What follows belongs to an exercise in optimizing a design on an open flow for a short achievable clock period and few clock cycles per item; a production flow would make more cautious choices. Function was checked by simulation only, so behaviour that the tests miss may differ from the original.

## flow/design.v (module list and top-level ports; edited modules follow where they fit)
// module ALU: 1913 lines
module ALU(
    clk,
    rst_n,
    valid,
    ready,
    mode,
    in_A,
    in_B,
    out
);
  // ...
==> flow/run.sh <==
#!/bin/bash
# synth_recipe.tcl (not shown) runs the flow's synth.tcl, then flattens the netlist and writes it again
# the make line also repeats each setting of config.mk as NAME=value (left out here)
make -C /OpenROAD-flow-scripts/flow DESIGN_CONFIG=/design/flow/config.mk WORK_HOME=/design/flow/orfs CLKGATE_MAP_FILE= SYNTH_SCRIPT=/design/flow/synth_recipe.tcl finish
==> flow/config.mk <==
export PLATFORM = sky130hd
export DESIGN_NAME = ALU
export DESIGN_NICKNAME = ALU
export VERILOG_FILES = /design/flow/design.v
export SDC_FILE = /design/flow/constraint.sdc
export NUM_CORES = 4
export LEC_CHECK = 0
export CAP_MARGIN = 30
export CORE_MARGIN = 2
export CORE_UTILIZATION = 45
export PLACE_DENSITY = 0.6
export SETUP_SLACK_MARGIN = 4
export SLEW_MARGIN = 30
==> flow/constraint.sdc <==
create_clock -name core_clock -period 8.0 [get_ports {clk}]
set_input_delay 1.6000 -clock core_clock [delete_from_list [all_inputs] [get_ports {clk}]]
set_output_delay 1.6000 -clock core_clock [all_outputs]
set_load 0.01 [all_outputs]
==> results.yml, run 1 <==
synth:
  synth_simple_gate_area_frac: 0.101
  post_synthesis_cell_count: 7657
  post_synth.cell_area_avg_um2: 8.77
  synth.top_cells.by_count: "inv_1 (848), xnor2_1 (765), ha_1 (632)"
  mappedNetlistNets: 8827
sta:
  max-slew-margin-rel: 0.113
  fin_setup_tns_ns: 0
  final.setup.worst_slack_ns: 3.33
  worst_slew_pin_slew_ns: 1.32
critical_path:
  cp_cell_sequence: "fa_1 > inv_2 > fa_1 > inv_2 > fa_1 > ha_4 > a21o_1 > a21o_1 > a21oi_2 > o41ai_4 > a31oi_4 > o21ai_4 > o41a_1 > a41o_1 > o41a_1 > xnor2_2 > nor2_1"
  worstSetupEndpoint: "mlo_r[30]"
  crit_top_cell: "fa_1"
  reg2reg_depth: 17
grt:
  global_route.usage.met2: 0.610
  grt_first_pass_wirelength_mm: 464
  met1_usage: 0.544
  number_of_antenna_violations_at_the_first_check_in_global_routing: 29
die:
  design.die.area_um2: 152000
  die_width_um: 390
  die_height_um: 390
  row_count: 141
placement:
  post-dp-hpwl_mm: 221
  portBuffers: 133
clock_tree:
  clkTransAtPathRegs_ns: 0.06
  ctsLongestPathBuffers: 3
cells_and_area:
  multiInputGateArea_um2: 54300
  layout.nets: 9303
  final.signal_inverter_count: 864
  mostFrequentLayoutCell: "inv_1"
  layout.core_utilization: 0.586
  multi_input_gates: 5677
hold_path:
  timing.hold.worst.start: "out_r[5]"
  hold_path_cells: 1
status:
  run_status: "no timing/DRC/antenna violations"
detailed_routing:
  routed_wl_mm: 330
  highest_layer: "met5"
Testbench counts, summed over its fixed seeds: cycles 5,003, items 1,920.
==> run 2: changes to the inputs <==
--- a/flow/design.v
+++ b/flow/design.v
@@ -13,17 +13,17 @@
     input  [1:0]  mode;  
     output        ready;
     input  [31:0] in_A, in_B;
     output [63:0] out;
     localparam IDLE = 2'd0, MUL2 = 2'd1, DIVD = 2'd2;
     reg  [1:0]  state;
     reg         ready_r;
     reg  [63:0] out_r;
-    reg  [3:0]  cnt;
+    reg  [10:0] cnt;    
     wire idle = (state == IDLE);
     wire [34:0] bx = {2'b00, in_B, 1'b0};
     wire [33:0] ax = {1'b0, in_A, 1'b0};   
     wire [16:0] bone, btwo, bneg;
     genvar gi;
     generate
         for (gi = 0; gi < 17; gi = gi + 1) begin : g_booth
             assign bone[gi] = bx[2*gi+1] ^ bx[2*gi];
@@ -1812,30 +1812,27 @@
     generate
         for (gi = 1; gi < 11; gi = gi + 1) begin : g_fit
             assign fits[gi-1] = ~|((in_A >> (3*gi)) & ~bhi) & |in_B;
         end
     endgenerate
     assign fits[10] = 1'b1;
     wire [10:0] dsel = fits & ~{fits[9:0], 1'b0};    
     reg  [64:0] ashift;     
-    reg  [3:0]  ndig;
     integer dk;
     always @(*) begin
         ashift = 65'b0;
-        ndig   = 4'd0;
         for (dk = 0; dk < 11; dk = dk + 1) begin
             ashift = ashift | ({65{dsel[dk]}} & ({33'b0, in_A} << (30 - 3*dk)));
-            ndig   = ndig   | ({4{dsel[dk]}} & (dk + 1));
         end
     end
     wire        qsmall = (in_A >> 1) < in_B;
     wire        ge1    = in_A >= in_B;
     wire [31:0] a_minus_b = in_A - in_B;
-    wire [64:0] div0_val = qsmall ? {(ge1 ? a_minus_b : in_A), 32'b0, ge1} : ashift;
+    wire [64:0] div0_val = ashift;
     reg         qtop_r;
     wire [34:0] w = {out_r[63:32], qtop_r, out_r[31:30]};
     wire [35:0] t1 = {1'b0, w} - {1'b0, b_r};
     wire [35:0] t2 = {1'b0, w} - {1'b0, b_r << 1};
     wire [35:0] t3 = {1'b0, w} - {1'b0, m3_r};
     wire [35:0] t4 = {1'b0, w} - {1'b0, b_r << 2};
     wire [35:0] t5 = {1'b0, w} - {1'b0, m5_r};
     wire [35:0] t6 = {1'b0, w} - {1'b0, m3_r << 1};
@@ -1848,66 +1845,82 @@
                      ({32{sel[4]}} & t4[31:0]) | ({32{sel[5]}} & t5[31:0]) |
                      ({32{sel[6]}} & t6[31:0]) | ({32{sel[7]}} & t7[31:0]);
     wire [31:0] logic_res;
     generate
         for (gi = 0; gi < 32; gi = gi + 1) begin : g_logic
             assign logic_res[gi] = (in_A[gi] & in_B[gi]) | (mode[0] & (in_A[gi] | in_B[gi]));
         end
     endgenerate
-    reg [31:0] mlo_r, mhi0_r, mhi1_r;
-    reg        mc_r;
+    reg [31:0] lg_r;                   
+    reg [31:0] amb_r, a_r;             
+    reg [31:0] mlo_r, mhi0_r, mhi1_r;  
+    reg        os_lg, os_s0, os_s1, os_dv, os_m, os_m0, os_m1;
     always @(posedge clk) begin
-        case (state)
-            IDLE: begin
-                out_r  <= mode[1] ? {32'b0, logic_res} : {div0_val[64:33], div0_val[31:0]};
-                qtop_r <= div0_val[32];
-            end
-            MUL2: begin
-                out_r  <= 64'b0;
-                qtop_r <= 1'b0;
-            end
-            default: begin
-                out_r  <= {rd, out_r[28:0], qd};
-                qtop_r <= out_r[29];
-            end
-        endcase
-        mlo_r  <= (state == MUL2) ? mul_lo[31:0] : 32'b0;
-        mhi0_r <= (state == MUL2) ? mul_hi0 : 32'b0;
-        mhi1_r <= (state == MUL2) ? mul_hi1 : 32'b0;
-        mc_r   <= mul_lo[32];
+        lg_r   <= logic_res;
+        amb_r  <= a_minus_b;
+        a_r    <= in_A;
+        mlo_r  <= mul_lo[31:0];
+        mhi0_r <= mul_hi0;
+        mhi1_r <= mul_hi1;
+        if (idle) begin
+            out_r  <= {div0_val[64:33], div0_val[31:0]};
+            qtop_r <= div0_val[32];
+        end else begin
+            out_r  <= {rd, out_r[28:0], qd};
+            qtop_r <= out_r[29];
+        end
     end
     assign ready = ready_r;
-    assign out   = out_r | {(mc_r ? mhi1_r : mhi0_r), mlo_r};
+    assign out[63:32] = ({32{os_s1}} & amb_r) | ({32{os_s0}} & a_r) |
+                        ({32{os_dv}} & out_r[63:32]) |
+                        ({32{os_m0}} & mhi0_r) | ({32{os_m1}} & mhi1_r);
+    assign out[31:0]  = ({32{os_lg}} & lg_r) | {31'b0, os_s1} |
+                        ({32{os_dv}} & out_r[31:0]) | ({32{os_m}} & mlo_r);
+    wire go = idle & valid;
     always @(posedge clk or negedge rst_n) begin
         if (!rst_n) begin
             state   <= IDLE;
             ready_r <= 1'b0;
-            cnt     <= 4'd0;
+            cnt     <= 11'd0;
+            os_lg   <= 1'b0;
+            os_s0   <= 1'b0;
+            os_s1   <= 1'b0;
+            os_m    <= 1'b0;
+            os_dv   <= 1'b0;
+            os_m0   <= 1'b0;
+            os_m1   <= 1'b0;
         end else begin
+            os_lg <= go & mode[1];
+            os_s0 <= go & (mode == 2'd1) & qsmall & ~ge1;
+            os_s1 <= go & (mode == 2'd1) & qsmall & ge1;
+            os_m  <= (state == MUL2);
+            os_dv <= (state == DIVD) & cnt[0];
+            os_m0 <= (state == MUL2) & ~mul_lo[32];
+            os_m1 <= (state == MUL2) & mul_lo[32];
             ready_r <= 1'b0;
             case (state)
                 IDLE: begin
-                    cnt <= ndig;
+                    cnt <= dsel;
                     if (valid) begin
                         if (mode == 2'd0)
                             state <= MUL2;
                         else if (mode == 2'd1 && !qsmall)
                             state <= DIVD;
                         else
                             ready_r <= 1'b1;
                     end
                 end
                 MUL2: begin
                     state   <= IDLE;
                     ready_r <= 1'b1;
                 end
                 default: begin
-                    cnt <= cnt - 4'd1;
-                    if (cnt == 4'd1) begin
+                    cnt <= cnt >> 1;
+                    if (cnt[0]) begin
                         state   <= IDLE;
                         ready_r <= 1'b1;
                     end
                 end
             endcase
         end
     end
 endmodule
==> results.yml, run 2 <==
status:
  run_status: "no timing/DRC/antenna violations"
clock_tree:
  cts.sinks: 748
  tritoncts_clock_tree: "yes"
  ctsLongestPathBuffers: 3
  clock_tree.htree_level_count: 3
  cts_made_buffers: 95
  clkTransAtPathRegs_ns: 0.06
  worst_skew_pair.late_latency_ns: 0.77
  cts.root.buffer_cell: "clkbuf_16"
  holdBufCountCts: 0
synth:
  mappedNetlistNets: 8829
  post_synthesis_cell_count: 7660
  asyncSetResetFlopFracSynth: 0.0281
  synth.top_cells.by_count: "inv_1 (906), xnor2_1 (775), ha_1 (631)"
  synthTopCellsByArea: "dfxtp_1 (17%), fa_1 (14%), ha_1 (11%), xnor2_1 (9.8%), a22oi_1 (6.3%)"
  yosys_register_bits: 748
  dominantRegCellSynth: "dfxtp_1"
  post-synth-top-count-cell: "inv_1"
  post_synth_instance_area_um2: 69000
  post_synth.cell_area_avg_um2: 9.01
  yosysSeqAreaShare: 0.237
  yosys.cell_types.count: 117
  area_share_of_the_leading_cell_type_in_the_synthesized_netlist: 0.173
  ys_warn_count: 1
  synth_enable_flop_cells: 131
  synth_top_cell_by_area: "dfxtp_1"
cells_and_area:
  reg_top3: "out_r: 64 flops, m5_r: 35 flops, m7_r: 34 flops"
  largest-register: "out_r"
  mostFrequentLayoutCell: "inv_1"
  layout.nets: 9204
  fin_cells: 10200
  layout-drive-gt1-share: 0.223
  final_cell_mix: "inv_1 (835), xnor2_1 (760), dfxtp_1 (567)"
  largest_register_ff_count: 64
  filler_cell_count: 13500
  syn_to_final_growth_pct: 25.0
grt:
  vias_in_the_first_global_route: 63100
  number_of_antenna_violations_at_the_first_check_in_global_routing: 30
  grt_start_max_net_pins: 84
  track_usage: 0.409
  globalRouteOverflowTotal: 0
  grt_first_pass_wirelength_mm: 463
detailed_routing:
  drc: 0
  drt_pre_antenna_iters: 10
  post_drt_wl_per_cell_um: 33.3
  detail_route.iter0.violations: 9524
  routed_wl_mm: 339
  avgViaCountPerCell: 6.53
  drtAntennaViolNets: 0
  vias_after_detailed_routing: 66400
critical_path:
  critical_path.max_stage_delay_ns: 0.82
  worst-setup-path-type: "register to output pin"
  timing.critical_path.from_type: "register"
  critical_path.max_fanout: 11
  critPathCaptureType: "output pin"
  cp_cell_sequence: "buf_12 > a222oi_1 > nand2_1 > buf_2"
  timing.critical_path.slowest_stage_cell: "a222oi_1"
  timing.critical_path.arrival_ns: 2.89
  cp_data_required_time_ns: 6.40
placement:
  place.detailed.instances: 9482
  gp_routability_congestion: 1.00
  portBuffers: 133
  post-dp-hpwl_mm: 218
job:
  max_cap_viol_count: 0
sta:
  final.min_clock_period_ns: 4.49
  rsz_0062_raised_after_global_routing: "true"
  hold_violations: 0
  max-slew-margin-rel: 0.315
  finalMaxSlewViolations: 0
  worst_hold_slack_ns: 0.453
  maxClockFrequency_mhz: 223
  period_share: 0.562
  fin_setup_tns_ns: 0
  worst_slew_pin_slew_ns: 1.03
  clock_skew_ns: 0.0506
  report.final.setup_viol: 0
die:
  ioPinCount: 134
  fp.coreArea_um2: 152000
  design.die.area_um2: 157000
  row_count: 143
  die_height_um: 396
  die_width_um: 396
  initial_core_utilization: 0.454
hold_path:
  holdCritPathClass: "register to register"
==> run 2: changes by cell type in the layout (fill, tap and decap cells not counted), moves of 34 or more <==
| cell | previous run | this run |
|---|---|---|
| buf_6 | 141 | 83 |
| clkdlybuf4s50_1 | 69 | 4 |
| nor2_1 | 341 | 302 |
| a222oi_1 | 66 | 100 |
| nor2b_1 | 101 | 39 |
| buf_4 | 489 | 420 |
| buf_2 | 18 | 67 |
| ha_1 | 474 | 514 |
| a21oi_1 | 354 | 401 |
| or2_2 | 54 | 9 |
| a31oi_1 | 37 | 72 |
| a22oi_1 | 414 | 463 |
| dfxtp_1 | 478 | 567 |
| inv_1 | 742 | 835 |
==> run 2: logic make-up (layout without fill, tap and decap cells) <==
group                    count (synthesis)  in the layout  share of synthesized area
AO/OA/AOI/OAI                         2275           2277                      0.231
XOR/XNOR                               896            896                      0.114
adder cells (fa/ha/maj)               1102           1102                      0.251
buffers and inverters                 1407           1838                     0.0797
flip-flops                             748            748                      0.237
multiplexers                            31             46                    0.00484
other                                    0             20                          0
AND/OR/NAND/NOR                       1201           1208                     0.0825
==> run 2: final cells by class <==
type                    instances  area (um2)  share of cell area
diodes                         20        50.0            0.000580
clock buffers                 130        2790              0.0324
clock inverters                47         642             0.00744
inverters                     915        3790              0.0439
multi-input cells            5529       52200               0.605
flip-flops and latches        748       16500               0.191
well taps                    2030        2540              0.0294
repair buffers                741        7740              0.0897
repair inverters                5        53.8            0.000624
==> run 2: what timing repair did <==
item	CTS	global route
endpoints found under the hold margin	0	0
pin swaps	224	306
endpoints found under the setup margin	448	229
gates cloned	39	19
setup buffers	232	196
resized for setup	851	507
==> run 2: path summary, 6_finish.rpt <==
check / start / end / slack, ns / depth (start not counted)
max: os_s1 / out[40] / 3.51 / 4
min: mp_0_1 / mlo_r[0] / 0.45 / 1
max reg2reg: mp_10_0 / os_m0 / 3.73 / 14
min reg2reg: mp_0_1 / mlo_r[0] / 0.45 / 1
max in group asynchronous: rst_n / os_m1 / 6.33 / 2
min in group asynchronous: rst_n / ready_r / 1.24 / 2
==> run 2: per-stage QoR <==
stage	util	instance area (um2)	worst slack, ns
after detailed placement	0.484	73600	1.65
after global placement	0.484	73500	1.67
after global routing	0.567	86200	3.59
final	0.567	86300	3.51
after CTS	0.542	82400	3.59
after floorplan	-	72200	3.47
==> run 2: critical path: cells and delay by family, from the launching register on <==
| family | cells | cell delay, ns |
|---|---|---|
| AND/OR/NAND/NOR | 1 | 0.42 |
| buffers and inverters | 2 | 0.43 |
| flip-flops | 1 | 0.44 |
| AO/OA/AOI/OAI | 1 | 0.82 |
==> run 2: per-layer routing <==
layer  part of all wire  routed length [um]  track usage
met4              0.084               28300        0.277
met5            0.00094                 319      0.00185
met3               0.13               45400        0.131
met1               0.38              128000        0.527
met2               0.40              136000        0.582
Testbench counts of run 2, summed over its fixed seeds: cycles 5,003, items 1,920.
==> run 3: changes to the inputs <==
--- a/flow/config.mk
+++ b/flow/config.mk
@@ -9,5 +9,5 @@
 export CORE_MARGIN = 2
 export CORE_UTILIZATION = 45
 export PLACE_DENSITY = 0.6
-export SETUP_SLACK_MARGIN = 4
+export SETUP_SLACK_MARGIN = 4.6
 export SLEW_MARGIN = 30
==> results.yml, run 3 <==
status:
  run_status: "no timing/DRC/antenna violations"
hold_path:
  timing.hold.worst.start: "mp_0_1"
  hold-path-endpoint: "mlo_r[0]"
  holdCritPathClass: "register to register"
  hold_path_cells: 1
grt:
  grt_start_max_net_pins: 77
  globalRouteOverflowTotal: 0
  number_of_antenna_violations_at_the_first_check_in_global_routing: 34
  track_usage: 0.459
  grt_first_pass_wirelength_mm: 510
  vias_in_the_first_global_route: 66700
synth:
  asyncSetResetFlopFracSynth: 0.0281
  yosys.cell_types.count: 117
  mappedNetlistNets: 8829
  synthTopCellsByArea: "dfxtp_1 (17%), fa_1 (14%), ha_1 (11%), xnor2_1 (9.8%), a22oi_1 (6.3%)"
  post_synthesis_cell_count: 7660
  post_synth.cell_area_avg_um2: 9.01
  area_share_of_the_leading_cell_type_in_the_synthesized_netlist: 0.173
  yosysSeqAreaShare: 0.237
  post_synth_instance_area_um2: 69000
  post-synth-top-count-cell: "inv_1"
  yosys_register_bits: 748
  synth.top_cells.by_count: "inv_1 (906), xnor2_1 (775), ha_1 (631)"
  synth_enable_flop_cells: 131
  ys_warn_count: 1
  synth_top_cell_by_area: "dfxtp_1"
  dominantRegCellSynth: "dfxtp_1"
detailed_routing:
  vias_after_detailed_routing: 70600
  detail_route.iter0.violations: 11000
  drt_pre_antenna_iters: 17
  post_drt_wl_per_cell_um: 35.6
  avgViaCountPerCell: 6.66
  drtAntennaViolNets: 0
  routed_wl_mm: 377
  drc: 0
sta:
  report.final.setup_viol: 0
  finalMaxSlewViolations: 0
  max-slew-margin-rel: 0.210
  rsz_0062_raised_after_global_routing: "true"
  clock_skew_ns: 0.0657
  fin_setup_tns_ns: 0
  final.setup.worst_slack_ns: 3.40
  final.min_clock_period_ns: 4.60
  maxClockFrequency_mhz: 217
  period_share: 0.576
  worst_slew_pin_slew_ns: 1.18
  hold_violations: 0
placement:
  place.detailed.instances: 9482
  gp_routability_congestion: 0.995
  dp_slack_ns: 1.82
  portBuffers: 133
  post-dp-hpwl_mm: 220
clock_tree:
  ctsLongestPathBuffers: 3
  clock_tree.htree_level_count: 3
  cts_made_buffers: 91
  worst_skew_pair.late_latency_ns: 0.79
  cts.sinks: 748
  cts.root.buffer_cell: "clkbuf_16"
  holdBufCountCts: 0
  tritoncts_clock_tree: "yes"
  clkTransAtPathRegs_ns: 0.07
cells_and_area:
  layout-drive-gt1-share: 0.347
  reg_top3: "out_r: 64 flops, m5_r: 35 flops, m7_r: 34 flops"
  largest_register_ff_count: 64
  layout.nets: 9628
  fin_cells: 10600
  final_cell_mix: "inv_1 (737), xnor2_1 (681), dfxtp_1 (558), buf_4 (558), ha_1 (467)"
  largest-register: "out_r"
  layout.core_utilization: 0.630
  syn_to_final_growth_pct: 38.8
  mostFrequentLayoutCell: "inv_1"
critical_path:
  timing.reg2reg.setup_slack_ns: 3.72
  critical_path.max_stage_delay_ns: 1.02
  timing.critical_path.from_type: "register"
  cp_cell_sequence: "buf_12 > a222oi_1 > nand2_2 > buf_6"
  critPathCaptureType: "output pin"
  timing.critical_path.slowest_stage_cell: "a222oi_1"
  critical_path_buf_inv_count: 2
  timing.critical_path.arrival_ns: 3.00
  regToRegEndpoint: "os_m0"
  cp_data_required_time_ns: 6.40
  r2r_start: "mp_13_2"
  cpLargestDelayFamily: "compound AO/OA/AOI/OAI gates"
  worst-setup-path-type: "register to output pin"
  reg2reg_depth: 18
  critical_path.max_fanout: 11
die:
  row_count: 143
  die_height_um: 396
  design.die.area_um2: 157000
  initial_core_utilization: 0.454
  die_width_um: 396
  ioPinCount: 134
  fp.coreArea_um2: 152000
job:
  max_cap_viol_count: 0
==> run 3: cell counts after synthesis <==
No cell type changed its count.
==> run 3: worst max path at each step <==
stage | from | end | slack [ns] | depth (start not counted)
after floorplan | in_A[0] | os_s0 | 3.48 | 17
final | os_s1 | out[34] | 3.40 | 4
after CTS | os_s1 | out[40] | 3.64 | 4
after global routing | mp_13_2 | os_m0 | 3.54 | 18
after detailed placement | in_B[2] | m5_r[32] | 1.82 | 15
after global placement | in_B[10] | out_r[45] | 1.82 | 14
==> run 3: per-layer routing <==
metal | part of all wire | track usage | routed length, um | up-vias
li1 | - | - | - | 28600
met1 | 0.36 | 0.569 | 137000 | 34600
met2 | 0.40 | 0.638 | 149000 | 5679
met3 | 0.15 | 0.191 | 56300 | 1693
met4 | 0.090 | 0.319 | 34000 | 37
met5 | 0.0024 | 0.0523 | 917 | -
==> run 3: kinds of logic after synthesis <==
kind of cell / synth area share
AOI/OAI and AO/OA: 0.231
xor gates and xnor gates: 0.114
adders and majority gates: 0.251
buffers and inverters: 0.0797
DFF: 0.237
muxes: 0.00484
and+or+nand+nor: 0.0825
==> run 3: final cells by class <==
class,instances,area [um2]
multi-input cells,5538,56400
fillers,12300,56300
flip-flops and latches,748,16500
repair buffers,1159,13300
inverters,915,3780
clock buffers,127,2590
well taps,2030,2540
clock inverters,43,576
diodes,44,110
repair inverters,6,65.1
==> run 3: stage by stage <==
| step | hold slack (ns) | instance area (um2) |
|---|---|---|
| floorplan | 0.420 | 74200 |
| global placement | 0.428 | 74900 |
| detailed placement | 0.443 | 75000 |
| CTS | 0.457 | 91200 |
| global route | 0.475 | 95800 |
| finish | 0.453 | 95800 |
==> run 3: timing repair <==
action	CTS	global route
endpoints found under the setup margin	613	467
resized for setup	1723	589
pin swaps	716	551
cloned	76	11
setup buffers	617	208

-- port drivers added, routing unchanged --
No port has a modelled driver above. Below, the same layouts with a new extraction and two added sets of constraints. Step 1, drivers: a clkbuf_16 drives clk and a buf_2 each remaining input, both assumed. Step 2 adds t to the input delays and takes it off the output delays; t is the mean of the earliest and latest rising clock arrival at the registers after step 1. Input paths then give back, and output paths get back, about the clock's delay inside the block. a / b / c = no drivers / after step 1 / after step 2; a / b = the first two.
run	t (ns)	setup WS [ns]	worst hold slack (ns)
run 1	0.801	3.328 / 3.328 / 2.908	0.490 / 0.490 / 0.490
run 2	0.833	3.507 / 3.420 / 2.952	0.453 / 0.453 / 0.453
run 3	0.843	3.396 / 3.308 / 2.947	0.453 / 0.453 / 0.453
After both steps every run listed still meets setup and hold. For run 2, which loses most, drivers alone change the setup slack by -0.087 ns; drivers and shift together by -0.555 ns.
